This design comes from an exercise in tuning for small area, a short achievable clock period and few clock cycles on the open sky130 flow, not from production work.
Only simulation tests tie the RTL to the original design; equivalence was not proved.
No driver is modelled on the clock port, so clocking that relies on it looks cheaper here than on a real chip.
Power is estimated from default activity; no workload was simulated.

// Top
module Top(
    input clk,
    input rst,
    output [8:0] imem_addr,
    input  [8:0] imem_data,
    output [17:0] dmem_addr,
    input  [8:0]  dmem_rdata,
    output        dmem_we,
    output [8:0]  dmem_wdata,
    output        done
);
==> flow/config.mk <==
export PLATFORM = sky130hd
export DESIGN_NAME = Top
export DESIGN_NICKNAME = Top
export VERILOG_FILES = /design/flow/design.v
export SDC_FILE = /design/flow/constraint.sdc
export NUM_CORES = 4
export LEC_CHECK = 0
export CAP_MARGIN = 20
export CORE_MARGIN = 2
export CORE_UTILIZATION = 40
export SLEW_MARGIN = 20
==> flow/constraint.sdc <==
create_clock -name core_clock -period 74.0 [get_ports {clk}]
set_input_delay 14.8000 -clock core_clock [delete_from_list [all_inputs] [get_ports {clk}]]
set_output_delay 14.8000 -clock core_clock [all_outputs]
set_load 0.01 [all_outputs]
standard.sh (not shown) runs the stock make flow with config.mk's settings and CLKGATE_MAP_FILE= SYNTH_SCRIPT=/design/flow/synth_recipe.tcl, a recipe that flattens the netlist after the stock synthesis.
==> flow/flow/run.sh <==
#!/bin/bash
# The standard layout (standard.sh) with these changes:
#  - synthesis: flow/synth.tcl, the standard synthesis script with ABC mapping
#    the combinational logic for area (flow/abc_area.script); adders are left
#    to ABC (no full/half adder cell mapping, no Kogge-Stone carry trees),
#  - the port buffers are buf_2 cells,
#  - after CTS, flow/outputs.tcl makes the registers that drive output ports
#    faster (larger drive strength, or internal loads moved behind a buffer),
#  - optional clock tree settings from flow/cts.env.
# The make output goes to flow.log; ORFS keeps each step's log in orfs/logs.
set -euo pipefail
here=$(pwd)
export MY_ABC_SCRIPT="$here/flow/abc_area.script"
export ADDER_MAP_FILE=
export SYNTH_OPERATIONS_ARGS="-nofsm"
export BUFFER_PORTS_ARGS="-buffer_cell sky130_fd_sc_hd__buf_2"
export POST_CTS_TCL="$here/flow/outputs.tcl"
if [[ -f flow/cts.env ]]; then source flow/cts.env; fi
sed "s#SYNTH_SCRIPT=[^ ]*#SYNTH_SCRIPT=$here/flow/synth.tcl#" standard.sh > own.sh
bash own.sh > flow.log 2>&1
==> flow/flow/abc_area.script <==
strash
&get -n
&fraig -x
&put
dc2
strash
&get -n
&dch -f
&nf -a -R 1000
&put
topo
==> flow/flow/outputs.tcl <==
# Registers that drive output ports: upsize them where the cell has a larger
# drive strength; otherwise move their internal loads behind a buffer so that
# the register only drives its output buffer and that one buffer.
set block [ord::get_db_block]
set n_sized 0
set n_buf 0
foreach bterm [$block getBTerms] {
  if {[$bterm getIoType] != "OUTPUT"} { continue }
  set pnet [$bterm getNet]
  set obuf ""
  foreach it [$pnet getITerms] {
    if {[$it isOutputSignal]} { set obuf [$it getInst] }
  }
  if {$obuf == ""} { continue }
  set in_it [$obuf findITerm A]
  set net [$in_it getNet]
  set drv ""
  foreach it [$net getITerms] {
    if {[$it isOutputSignal]} { set drv [$it getInst] }
  }
  if {$drv == ""} { continue }
  set m [[$drv getMaster] getName]
  if {![string match "*df*" $m]} { continue }
  if {$m == "sky130_fd_sc_hd__dfxtp_1" || $m == "sky130_fd_sc_hd__dfxtp_2"} {
    replace_cell [$drv getName] sky130_fd_sc_hd__dfxtp_4
    incr n_sized
    continue
  }
  set loads {}
  foreach it [$net getITerms] {
    if {[$it isInputSignal] && [$it getInst] != $obuf} {
      lappend loads [get_pins "[[$it getInst] getName]/[[$it getMTerm] getName]"]
    }
  }
  if {[llength $loads] >= 2} {
    insert_buffer -buffer_cell sky130_fd_sc_hd__buf_2 -net [get_nets [$net getName]] -load_pins $loads
    incr n_buf
  }
}
puts "outputs.tcl: $n_sized registers upsized, $n_buf buffers inserted"
detailed_placement
check_placement -verbose
==> flow/flow/synth.tcl <==
# synth_recipe.tcl (the standard synthesis) with one change: ABC maps the
# combinational logic with an area-oriented script (MY_ABC_SCRIPT) in place of
# ORFS's delay-oriented one.  Registers are mapped before ABC runs, as in the
# standard synthesis, so they keep their names and cell types.
proc synth {args} { yosys synth -nofsm -noshare {*}$args }
proc abc {args} {
  set i [lsearch -exact $args -script]
  if {$i >= 0} { lset args [expr {$i + 1}] $::env(MY_ABC_SCRIPT) }
  yosys abc {*}$args
}
source $::env(SCRIPTS_DIR)/synth.tcl
# left out here: clear keep_hierarchy, flatten, clean up, hide names made inside functions, write 1_2_yosys.v
Testbench counts at the start, summed over its fixed seeds: cycles 157,379.
==> next run, changes <==
==> flow/flow/cts.env (new file) <==
export CTS_ARGS="-sink_clustering_enable -repair_clock_nets -sink_clustering_size 22 -sink_clustering_max_diameter 150 -dont_use_dummy_load"
export GPL_TIMING_DRIVEN=0
CAP_MARGIN = 10   (was 20)
CORE_UTILIZATION = 60   (was 40)
SLEW_MARGIN = 10   (was 20)
Outcome: The changed run passed the timing, DRC and antenna checks; cell count drops by roughly a tenth; clock skew came out higher by 0.017 ns; combinational power decreases by a few percent; die area came out lower by a quarter to a third; wire length is lower by roughly a tenth; power went down by about a fifth.
==> next run, changes <==
==> flow/flow/cts.env (replaced) <==
export CTS_CLUSTER_SIZE=26
export CTS_CLUSTER_DIAMETER=100
CAP_MARGIN = 20   (was 10)
CORE_UTILIZATION = 40   (was 60)
SLEW_MARGIN = 20   (was 10)
Outcome:
- via count rose by 0.77%
- global-route usage shrinks by 8.3 points
- design area is higher by 1.6%
- fmax went up by 1.6%
==> next run, changes <==
==> flow/flow/run.sh (replaced) <==
#!/bin/bash
# The standard layout (the standard.sh) with three changes:
#  - the port buffers are buf_2 cells,
#  - after CTS, outputs.tcl makes the registers that drive output ports faster
#    (larger drive strength, internal loads moved behind a buffer),
#  - the clock tree uses larger sink clusters (fewer levels).
set -euo pipefail
here=$(pwd)
export BUFFER_PORTS_ARGS="-buffer_cell sky130_fd_sc_hd__buf_2"
export POST_CTS_TCL="$here/flow/outputs.tcl"
bash standard.sh > standard.log 2>&1
--- a/flow/flow/outputs.tcl
+++ b/flow/flow/outputs.tcl
@@ -2,2 +2,2 @@
-# drive strength; otherwise move their internal loads behind a buffer so that
-# the register only drives its output buffer and that one buffer.
+# drive strength, and move their internal loads behind a buffer so that each
+# register only drives its output buffer and that one buffer.
@@ -27 +26,0 @@
-    continue
removed: flow/flow/abc_area.script
removed: flow/flow/cts.env
removed: flow/flow/synth.tcl
After rerunning: The changed run produced a clean layout. Die area goes up by 16%. Routed wire length rises by 14%. Worst setup slack gets worse by 0.072 ns. Design area goes up by 15%.
==> next run, changes <==
==> flow/flow/run.sh (replaced) <==
#!/bin/bash
# The standard layout (standard.sh) with these changes:
#  - synthesis: flow/synth.tcl, the standard synthesis script with ABC mapping
#    the combinational logic for area (flow/abc_area.script); adders are left
#    to ABC (no full/half adder cell mapping, no Kogge-Stone carry trees),
#  - the port buffers are buf_2 cells,
#  - after CTS, flow/outputs.tcl makes the registers that drive output ports
#    faster (larger drive strength, or internal loads moved behind a buffer),
#  - optional clock tree settings from flow/cts.env.
# The make output goes to flow.log; ORFS keeps each step's log in orfs/logs.
set -euo pipefail
here=$(pwd)
export MY_ABC_SCRIPT="$here/flow/abc_area.script"
export ADDER_MAP_FILE=
export SYNTH_OPERATIONS_ARGS="-nofsm"
export BUFFER_PORTS_ARGS="-buffer_cell sky130_fd_sc_hd__buf_2"
export POST_CTS_TCL="$here/flow/outputs.tcl"
if [[ -f flow/cts.env ]]; then source flow/cts.env; fi
sed "s#SYNTH_SCRIPT=[^ ]*#SYNTH_SCRIPT=$here/flow/synth.tcl#" standard.sh > own.sh
bash own.sh > flow.log 2>&1
==> flow/flow/abc_area.script (new file) <==
strash
&get -n
&fraig -x
&put
dc2
strash
&get -n
&dch -f
&nf -a -R 1000
&put
topo
==> flow/flow/cts.env (new file) <==
export CTS_ARGS="-sink_clustering_enable -repair_clock_nets -sink_clustering_size 22 -sink_clustering_max_diameter 150 -dont_use_dummy_load"
export GPL_TIMING_DRIVEN=0
--- a/flow/flow/outputs.tcl
+++ b/flow/flow/outputs.tcl
@@ -2,2 +2,2 @@
-# drive strength, and move their internal loads behind a buffer so that each
-# register only drives its output buffer and that one buffer.
+# drive strength; otherwise move their internal loads behind a buffer so that
+# the register only drives its output buffer and that one buffer.
@@ -26,0 +27 @@
+    continue
==> flow/flow/synth.tcl (new file) <==
# synth_recipe.tcl (the standard synthesis) with one change: ABC maps the
# combinational logic with an area-oriented script (MY_ABC_SCRIPT) in place of
# ORFS's delay-oriented one.  Registers are mapped before ABC runs, as in the
# standard synthesis, so they keep their names and cell types.
proc synth {args} { yosys synth -nofsm -noshare {*}$args }
proc abc {args} {
  set i [lsearch -exact $args -script]
  if {$i >= 0} { lset args [expr {$i + 1}] $::env(MY_ABC_SCRIPT) }
  yosys abc {*}$args
}
source $::env(SCRIPTS_DIR)/synth.tcl
# left out here: clear keep_hierarchy, flatten, clean up, hide names made inside functions, write 1_2_yosys.v
The changed run finished with timing, DRC and antenna clean; final area drops by roughly a tenth; core utilization rises by 0.36 points; power went down by about a fifth; die area came out lower by roughly a tenth; final cell count goes down by roughly a tenth.

-- afterwards: timing with drivers on the ports --
The results above use ideal ports. As a check the final layouts listed here were re-extracted and re-timed, cells and wires unchanged. Step 1 sets driving cells, clkbuf_16 on the clock port and buf_2 on the other inputs (assumed; they add their load-dependent delay and slew). Step 2 adds t to the input delays and takes it off the output delays; t is the mean of the earliest and latest rising clock arrival at the registers after step 1. Input paths then give back, and output paths get back, about the clock's delay inside the block. Slacks: ideal ports / drivers / drivers and shift; pairs: ideal ports / drivers.
| run | t, ns | slack for setup (ns) | slew at the worst register clock pin (ns) |
|---|---|---|---|
| the first run | 0.591 | 58.071 / 58.027 / 58.521 | 0.07 / 0.07 |
| the second run | 0.517 | 57.825 / 57.777 / 58.294 | 0.10 / 0.10 |
| the third run | 0.546 | 58.078 / 58.029 / 58.531 | 0.12 / 0.12 |
| the fourth run | 0.595 | 58.006 / 57.953 / 58.409 | 0.06 / 0.06 |
| the fifth run | 0.519 | 57.829 / 57.783 / 58.302 | 0.10 / 0.10 |
After both steps setup and hold are still met in every run listed.
